Context: an optimization exercise on an open-source flow, tuned for small area. The choices shown serve that exercise and are no tape-out recipe. In this exercise RTL edits were held to simulation tests only and were not proved equivalent to the original. Power figures rest on the tool's default switching activity, not on a simulated workload.

==> module spdif_decoder, before the edit <==
module spdif_decoder (
    input clk_in,
    input reset,             
    input rx_in,
    output i2s_bck,
    output i2s_ws,
    output i2s_d0,
    output init_st);         
  reg [2:0] corr;
  always @(posedge clk_in, posedge reset)
    if (reset) corr <= 3'b000;
    else       corr <= {corr[1:0], rx_in};
  wire rxedge = corr[2] ^ corr[1];
  wire rxup   = rxedge & corr[1];
  wire rxdown = rxedge & !corr[1];
  reg [7:0] bckcnt;
  reg [7:0] bitlen;
  reg bitedge;
  reg diffnz;
  reg bck_reg;
  reg phase;
  wire bck_hi = ((bckcnt >= 8'd18) & (bckcnt <= 8'd34)) |
                ((bckcnt >= 8'd52) & (bckcnt <= 8'd68)) |
                ((bckcnt >= 8'd86) & (bckcnt <= 8'd102));
  wire flip = ((bckcnt >= 8'd43) & (bckcnt <= 8'd58) & diffnz) |
              ((bckcnt >= 8'd77) & (bckcnt <= 8'd92));
  always @(posedge clk_in, posedge reset)
    if (reset) begin
      bckcnt  <= 8'h00;
      bitlen  <= 8'hff;
      diffnz  <= 1'b0;
      bck_reg <= 1'b0;
      phase   <= 1'b0;
    end else begin
      bitlen  <= bitedge ? 8'h00 : bitlen + 8'h01;
      if (rxup) begin
        bckcnt <= 8'h00;
        diffnz <= 1'b0;
        if (flip) phase <= !phase;
      end else if (rxdown) begin
        diffnz <= (bckcnt != 8'h00);
      end else begin
        bckcnt  <= bckcnt + 8'h01;
        bck_reg <= bck_hi ^ !phase;
      end
    end
  assign i2s_bck = bck_reg;
  wire le20 = bitlen <= 8'd20;
  wire le38 = bitlen <= 8'd38;
  wire lt42 = bitlen <  8'd42;
  wire gt42 = bitlen >  8'd42;
  reg [3:0] st;
  reg [4:0] idx;
  reg ws_reg, d0_reg;
  reg [23:0] bufL, bufR;
  assign i2s_ws = ws_reg;
  assign i2s_d0 = d0_reg;
  localparam [3:0] INIT_ST = 4'd15;
  localparam [3:0] SEARCH_ST = 4'd7;
  localparam [3:0] S0_ST = 4'd1;
  localparam [3:0] B_ST = 4'd14;
  localparam [3:0] B1_ST = 4'd8;
  localparam [3:0] W_ST = 4'd13;
  localparam [3:0] W1_ST = 4'd5;
  localparam [3:0] M_ST = 4'd2;
  localparam [3:0] M1_ST = 4'd0;
  localparam [3:0] X2L_ST = 4'd6;
  localparam [3:0] W2_ST = 4'd4;
  localparam [3:0] F10_ST = 4'd12;
  localparam [3:0] F11_ST = 4'd9;
  localparam [3:0] F0_ST = 4'd11;
  reg [3:0] st_next;
  always @* begin
    st_next = st;
    case (st)
      INIT_ST:   st_next = SEARCH_ST;
      SEARCH_ST: if (bitedge & gt42) st_next = S0_ST;
      S0_ST:     if (bitedge) st_next = le20 ? B_ST : le38 ? W_ST : gt42 ? M_ST : SEARCH_ST;
      B_ST:      if (bitedge & le20) st_next = B1_ST;
      B1_ST:     if (bitedge & !lt42) st_next = X2L_ST;
      W_ST:      if (bitedge & le20) st_next = W1_ST;
      W1_ST:     if (bitedge & !le20 & lt42) st_next = W2_ST;
      M_ST:      if (bitedge & le20) st_next = M1_ST;
      M1_ST:     if (bitedge & le20) st_next = X2L_ST;
      X2L_ST, W2_ST: if (bitedge) st_next = le20 ? F10_ST : F0_ST;
      F10_ST:    if (bitedge & le20) st_next = F11_ST;
      F11_ST, F0_ST: if (bitedge) begin
                   if (le20) st_next = F10_ST;
                   else if (lt42) st_next = F0_ST;
                   else if (gt42) st_next = S0_ST;
                 end
      default:   st_next = SEARCH_ST;
    endcase
  end
  wire init_st_w = (st == INIT_ST);
  wire data_st  = (st == F11_ST) | (st == F0_ST);
  wire sync2_st = (st == X2L_ST) | (st == W2_ST);
  wire w2_st    = (st == W2_ST);
  wire search_st = (st == SEARCH_ST);
  wire newbit   = (st == F11_ST);
  assign init_st = init_st_w;
  wire in24 = idx < 5'd24;
  wire shift = data_st & bitedge & in24;
  always @(posedge clk_in, posedge reset)
    if (reset) begin
      st     <= INIT_ST;
      ws_reg <= 1'b0;
      d0_reg <= 1'b0;
      bufL   <= 24'h0;
      bufR   <= 24'h0;
    end else begin
      st <= st_next;
      if (sync2_st) ws_reg <= w2_st;
      else if (init_st_w | search_st) ws_reg <= 1'b0;
      if (init_st_w) d0_reg <= 1'b0;
      else if (data_st & in24) d0_reg <= ws_reg ? bufL[idx] : bufR[idx];
      if (shift & !ws_reg) bufL <= {bufL[22:0], newbit};
      if (shift & ws_reg)  bufR <= {bufR[22:0], newbit};
    end
  always @(posedge clk_in) begin
    bitedge <= rxedge;
    if (sync2_st) idx <= 5'd0;
    else if (data_st & bitedge) idx <= idx + 5'd1;
  end
endmodule
export LEC_CHECK = 0
export CAP_MARGIN = 20
export CORE_MARGIN = 2
export CORE_UTILIZATION = 40
export SLEW_MARGIN = 20
create_clock -name core_clock -period 10.0 [get_ports {clk}]
standard.sh (not shown) runs the stock make flow with config.mk's settings and CLKGATE_MAP_FILE= SYNTH_SCRIPT=/design/flow/synth_recipe.tcl, a recipe that flattens the netlist after the stock synthesis.
==> flow/flow/run.sh <==
#!/bin/bash
# The standard layout (standard.sh) with three changes:
#  - synthesis maps the logic with an area-oriented ABC recipe (area.abc,
#    best of a few seeds) and
#    leaves adders to ABC instead of mapping them to adder cells first;
#  - the clock tree is built without dummy load cells;
#  - ports get minimum-size buffers.
# make's output goes to standard.log; each tool's log is in orfs/logs.
set -euo pipefail
W=$PWD
export AREA_ABC_SCRIPT=$W/flow/area.abc
export FLOW_SYNTH_TCL=$W/synth_recipe.tcl
export AREA_ABC_DIR=$W/abc_runs
mkdir -p $AREA_ABC_DIR
export ADDER_MAP_FILE=
export CTS_ARGS="-sink_clustering_enable -repair_clock_nets -dont_use_dummy_load -buf_list {sky130_fd_sc_hd__clkbuf_4 sky130_fd_sc_hd__clkbuf_8}"
export BUFFER_PORTS_ARGS="-buffer_cell sky130_fd_sc_hd__buf_1"
sed "s#SYNTH_SCRIPT=[^ ]*#SYNTH_SCRIPT=$W/flow/area_synth.tcl#" standard.sh > area_standard.sh
grep -q "SYNTH_SCRIPT=$W/flow/area_synth.tcl" area_standard.sh
bash area_standard.sh > standard.log 2>&1
Other scripts of this flow, unchanged in this note and not shown: flow/flow/area.abc, flow/flow/area_synth.tcl
Next try:
--- a/flow/design.v
+++ b/flow/design.v
@@ -27,12 +27,14 @@
   always @(posedge clk_in, posedge reset)
     if (reset) begin
       bckcnt  <= 8'h00;
       bitlen  <= 8'hff;
+      bitedge <= 1'b0;
       diffnz  <= 1'b0;
       bck_reg <= 1'b0;
       phase   <= 1'b0;
     end else begin
+      bitedge <= rxedge;
       bitlen  <= bitedge ? 8'h00 : bitlen + 8'h01;
       if (rxup) begin
         bckcnt <= 8'h00;
         diffnz <= 1'b0;
@@ -103,26 +105,24 @@
   wire shift = data_st & bitedge & in24;
   always @(posedge clk_in, posedge reset)
     if (reset) begin
       st     <= INIT_ST;
+      idx    <= 5'd0;
       ws_reg <= 1'b0;
       d0_reg <= 1'b0;
       bufL   <= 24'h0;
       bufR   <= 24'h0;
     end else begin
       st <= st_next;
+      if (sync2_st) idx <= 5'd0;
+      else if (data_st & bitedge) idx <= idx + 5'd1;
       if (sync2_st) ws_reg <= w2_st;
       else if (init_st_w | search_st) ws_reg <= 1'b0;
       if (init_st_w) d0_reg <= 1'b0;
       else if (data_st & in24) d0_reg <= ws_reg ? bufL[idx] : bufR[idx];
       if (shift & !ws_reg) bufL <= {bufL[22:0], newbit};
       if (shift & ws_reg)  bufR <= {bufR[22:0], newbit};
     end
-  always @(posedge clk_in) begin
-    bitedge <= rxedge;
-    if (sync2_st) idx <= 5'd0;
-    else if (data_st & bitedge) idx <= idx + 5'd1;
-  end
 endmodule
 module timer_simple (
     input clk_in,
     input reset,             
Hold slack hardly moves.
First-iteration DRC count falls by 32%.
Count of clock-buffer cells in the layout does not change.
Area after synthesis rises by 0.91%.
Register-to-register slack improved by 0.02 ns.
Synthesized cell count does not change.
Cell area rises by 0.86%.
Die area rises by 0.87%.
Critical path depth rises by 1.
Total power falls by 23%.
Global-route usage rises by 0.27 points.
Setup slack improved by 0.0089 ns.

static timing again, ports no longer ideal:
Ports are ideal in the flow. The routed layouts listed here were re-timed in OpenROAD.
Step 1 assumes that a clkbuf_16 drives the clock port and a buf_2 every other input.
Step 2 also shifts input and output timing later by t, the mid clock arrival at the registers, as if the neighbouring blocks saw the same clock.
Three values: no drivers, after step 1, after step 2; two values: the first two.
| run | t (ns) | setup slack, ns | latest minus earliest clock arrival (ns) | worst data-port slew with drivers (ns) | cell pins on the clock port's net |
|---|---|---|---|---|---|
| the first run | 0.388 | 5.748 / 5.713 / 6.101 | 0.027 / 0.027 | 0.03 | 1 |
| the second run | 0.386 | 5.757 / 5.723 / 6.108 | 0.025 / 0.025 | 0.03 | 1 |
After both steps setup and hold are still met in every run listed.
